What follows belongs to an exercise in optimizing a design on an open flow for small area and a short achievable clock period; a production flow would make more cautious choices. Only simulation tests tie the RTL to the original design; equivalence was not proved. Power and IR drop assume default switching activity.

Setup of run A:
==> flow/design.v (excerpt) <==
module ternary_sum_nine #(
    parameter WIDTH = 32
) (
    input clk,
    input [WIDTH-1:0] i0,
    input [WIDTH-1:0] i1,
    input [WIDTH-1:0] i2,
    input [WIDTH-1:0] i3,
    input [WIDTH-1:0] i4,
    input [WIDTH-1:0] i5,
    input [WIDTH-1:0] i6,
    input [WIDTH-1:0] i7,
    input [WIDTH-1:0] i8,
    output [WIDTH+4-1:0] o
);
wire fs0, fc0;
wire hs0, hc0;
wire fs1, fc1;
wire fs2, fc2;
wire hs1, hc1;
wire fs3, fc3;
wire fs4, fc4;
wire fs5, fc5;
wire fs6, fc6;
wire fs7, fc7;
wire fs8, fc8;
wire fs9, fc9;
wire fs10, fc10;
wire fs11, fc11;
wire fs12, fc12;
wire fs13, fc13;
wire fs14, fc14;
wire fs15, fc15;
wire fs16, fc16;
wire fs17, fc17;
wire fs18, fc18;
wire fs19, fc19;
wire fs20, fc20;
wire fs21, fc21;
wire fs22, fc22;
wire fs23, fc23;
wire fs24, fc24;
wire fs25, fc25;
wire fs26, fc26;
wire fs27, fc27;
wire fs28, fc28;
wire fs29, fc29;
wire fs30, fc30;
wire fs31, fc31;
wire fs32, fc32;
wire fs33, fc33;
wire fs34, fc34;
wire fs35, fc35;
wire fs36, fc36;
wire fs37, fc37;
wire fs38, fc38;
wire fs39, fc39;
wire fs40, fc40;
wire fs41, fc41;
wire fs42, fc42;
wire fs43, fc43;
wire fs44, fc44;
wire fs45, fc45;
wire fs46, fc46;
wire fs47, fc47;
wire fs48, fc48;
wire fs49, fc49;
wire fs50, fc50;
wire fs51, fc51;
wire fs52, fc52;
wire fs53, fc53;
wire fs54, fc54;
wire fs55, fc55;
wire fs56, fc56;
wire fs57, fc57;
wire fs58, fc58;
wire fs59, fc59;
wire fs60, fc60;
wire fs61, fc61;
wire fs62, fc62;
wire fs63, fc63;
wire fs64, fc64;
wire fs65, fc65;
wire fs66, fc66;
wire fs67, fc67;
wire fs68, fc68;
wire fs69, fc69;
wire fs70, fc70;
wire fs71, fc71;
wire fs72, fc72;
wire fs73, fc73;
wire fs74, fc74;
wire fs75, fc75;
wire fs76, fc76;
wire fs77, fc77;
wire fs78, fc78;
wire fs79, fc79;
wire fs80, fc80;
wire fs81, fc81;
wire fs82, fc82;
wire fs83, fc83;
wire fs84, fc84;
wire fs85, fc85;
wire fs86, fc86;
wire fs87, fc87;
wire fs88, fc88;
wire fs89, fc89;
wire fs90, fc90;
wire fs91, fc91;
wire fs92, fc92;
wire fs93, fc93;
wire fs94, fc94;
wire hs2, hc2;
wire fs95, fc95;
wire fs96, fc96;
wire fs97, fc97;
wire fs98, fc98;
wire fs99, fc99;
wire fs100, fc100;
  ...
export LEC_CHECK = 0
export ABC_CLOCK_PERIOD_IN_PS = 2000
export CAP_MARGIN = 20
export CORE_MARGIN = 2
export CORE_UTILIZATION = 40
export SETUP_SLACK_MARGIN = 3.3
export SLEW_MARGIN = 20
create_clock -name core_clock -period 5.5 [get_ports {clk}]
standard.sh (not shown) runs the stock make flow with config.mk's settings and CLKGATE_MAP_FILE= SYNTH_SCRIPT=/design/flow/synth_recipe.tcl, a recipe that flattens the netlist after the stock synthesis.
==> flow/flow/run.sh <==
#!/bin/bash
set -e
export BUFFER_PORTS_ARGS="-buffer_cell sky130_fd_sc_hd__buf_1"
bash standard.sh > standard.log 2>&1
--- input diff run A..run B ---
- SETUP_SLACK_MARGIN no longer set, was 3.3
- ABC_CLOCK_PERIOD_IN_PS no longer set, was 2000
### Flow results
For multi-input gate share of total cell area, run B and run A come out practically identical. Summary of run B over run A: post-route standard cell area excluding fillers went down, cell count went down, part of the total power dissipated in combinational logic went down, detailed placement HPWL went up, number of global-route vias before repair went down.
Edits applied to the flow inputs when going from run B to run C:
- ABC_AREA now 1, previously not set
- CORE_UTILIZATION now 60, was 40
Findings:
Re detailed-routed wire length on met3: run B and run C aren't equal, and the higher value belongs to run B. Per the final summary, run C finished and its layout is clean on timing, DRC and antenna. Going from run B to run C, final critical delay including setup and external delays now smaller, final cell count without fillers now larger, power density of the placed cells now smaller, multi-input logic cell count now larger. Looking at run B and run C, the total design power is a wash. Per the comparison of run C with run B, synthesized cell count moved up, detailed-route wire length moved up, sequential fraction of total cell area moved down, share of power burned in combinational logic moved up. Fraction of the mapped netlist area in simple logic gates for run C: 6.9 points up relative to run B.


Starting RTL as in the previous note.
==> flow/config.mk <==
export PLATFORM = sky130hd
export DESIGN_NAME = ternary_sum_nine
export DESIGN_NICKNAME = ternary_sum_nine
export VERILOG_FILES = /design/flow/design.v
export SDC_FILE = /design/flow/constraint.sdc
export NUM_CORES = 4
export LEC_CHECK = 0
export ABC_AREA = 1
export CAP_MARGIN = 20
export CORE_MARGIN = 2
export CORE_UTILIZATION = 60
export SETUP_SLACK_MARGIN = 3.2
export SLEW_MARGIN = 20
export TNS_END_PERCENT = 10
==> flow/constraint.sdc <==
create_clock -name core_clock -period 5.5 [get_ports {clk}]
set_input_delay 1.1000 -clock core_clock [delete_from_list [all_inputs] [get_ports {clk}]]
set_output_delay 1.1000 -clock core_clock [all_outputs]
set_load 0.01 [all_outputs]
==> flow/flow/run.sh <==
#!/bin/bash
set -e
export BUFFER_PORTS_ARGS="-buffer_cell sky130_fd_sc_hd__buf_1"
export CTS_ARGS="-sink_clustering_enable -repair_clock_nets -dont_use_dummy_load -buf_list sky130_fd_sc_hd__clkbuf_8"
bash standard.sh > standard.log 2>&1
==> next run, changes <==
==> flow/flow/run.sh (replaced) <==
#!/bin/bash
set -e
export BUFFER_PORTS_ARGS="-buffer_cell sky130_fd_sc_hd__buf_1"
bash standard.sh > standard.log 2>&1
--- a/flow/config.mk
+++ b/flow/config.mk
@@ -10,5 +10,5 @@
 export CORE_MARGIN = 2
 export CORE_UTILIZATION = 60
-export SETUP_SLACK_MARGIN = 3.2
+export CTS_BUF_LIST = sky130_fd_sc_hd__clkbuf_4
+export SETUP_SLACK_MARGIN = 3.0
 export SLEW_MARGIN = 20
-export TNS_END_PERCENT = 10
Effect:
- worst setup slack gets better by 0.0059 ns
- routed wire length came out lower by a few percent
- cell count came out higher slightly
- clock power came out higher slightly
- sequential share of layout area came out higher by 0.50 points
- total power came out lower by a few percent
- die area does not change
- combinational power came out lower by roughly a tenth
==> next run, changes <==
--- a/flow/config.mk
+++ b/flow/config.mk
@@ -10,5 +10,4 @@
 export CORE_MARGIN = 2
 export CORE_UTILIZATION = 60
-export CTS_BUF_LIST = sky130_fd_sc_hd__clkbuf_4
 export SETUP_SLACK_MARGIN = 3.0
 export SLEW_MARGIN = 20
Result: The changed run went through all stages and came out clean. Final cell count is unchanged. Via count grows by 0.92%. Non-clock buffer count is unchanged. Register-to-register slack is about the same.
==> next run, changes <==
--- a/flow/config.mk
+++ b/flow/config.mk
@@ -6,8 +6,8 @@
 export NUM_CORES = 4
 export LEC_CHECK = 0
-export ABC_AREA = 1
 export CAP_MARGIN = 20
 export CORE_MARGIN = 2
 export CORE_UTILIZATION = 60
-export SETUP_SLACK_MARGIN = 3.0
+export CTS_BUF_LIST = sky130_fd_sc_hd__clkbuf_8
+export SETUP_SLACK_MARGIN = 2.9
 export SLEW_MARGIN = 20
The new run passed the timing, design-rule and antenna checks.
Wire length goes up by a little under a tenth.
Via count decreases by a few percent.
Critical path depth goes up by 5.
Flip-flop and latch count is unchanged.

separate check: timing with driven ports:
No port has a modelled driver above. Below, the same layouts with a new extraction and two added sets of constraints.
Step 1 sets driving cells, clkbuf_16 on the clock port and buf_2 on the other inputs (assumed; they add their load-dependent delay and slew).
Step 2 adds t to the input delays and takes it off the output delays; t is the mean of the earliest and latest rising clock arrival at the registers after step 1. Input paths then give back, and output paths get back, about the clock's delay inside the block.
Slacks: ideal ports / drivers / drivers and shift; pairs: ideal ports / drivers.
run | t, ns | setup WS [ns] | hold WS [ns] | worst register clock-pin slew, ns
run A | 0.460 | 2.751 / 2.751 / 2.569 | 0.474 / 0.474 / 0.474 | 0.06 / 0.06
run B | 0.451 | 2.539 / 2.539 / 2.529 | 0.476 / 0.476 / 0.476 | 0.06 / 0.06
run C | 0.455 | 3.024 / 3.039 / 2.584 | 0.464 / 0.464 / 0.464 | 0.06 / 0.06
the first run of note 2 | 0.468 | 3.111 / 3.119 / 2.651 | 0.489 / 0.489 / 0.489 | 0.07 / 0.07
the second run of note 2 | 0.557 | 3.117 / 3.129 / 2.572 | 0.496 / 0.496 / 0.496 | 0.12 / 0.12
the third run of note 2 | 0.452 | 3.059 / 3.076 / 2.624 | 0.480 / 0.480 / 0.480 | 0.06 / 0.06
the fourth run of note 2 | 0.478 | 2.764 / 2.764 / 2.552 | 0.487 / 0.487 / 0.487 | 0.08 / 0.08
After both steps setup and hold are still met in every run listed. For the second run of note 2, which loses most, drivers alone change the setup slack by +0.012 ns; drivers and shift together by -0.545 ns.
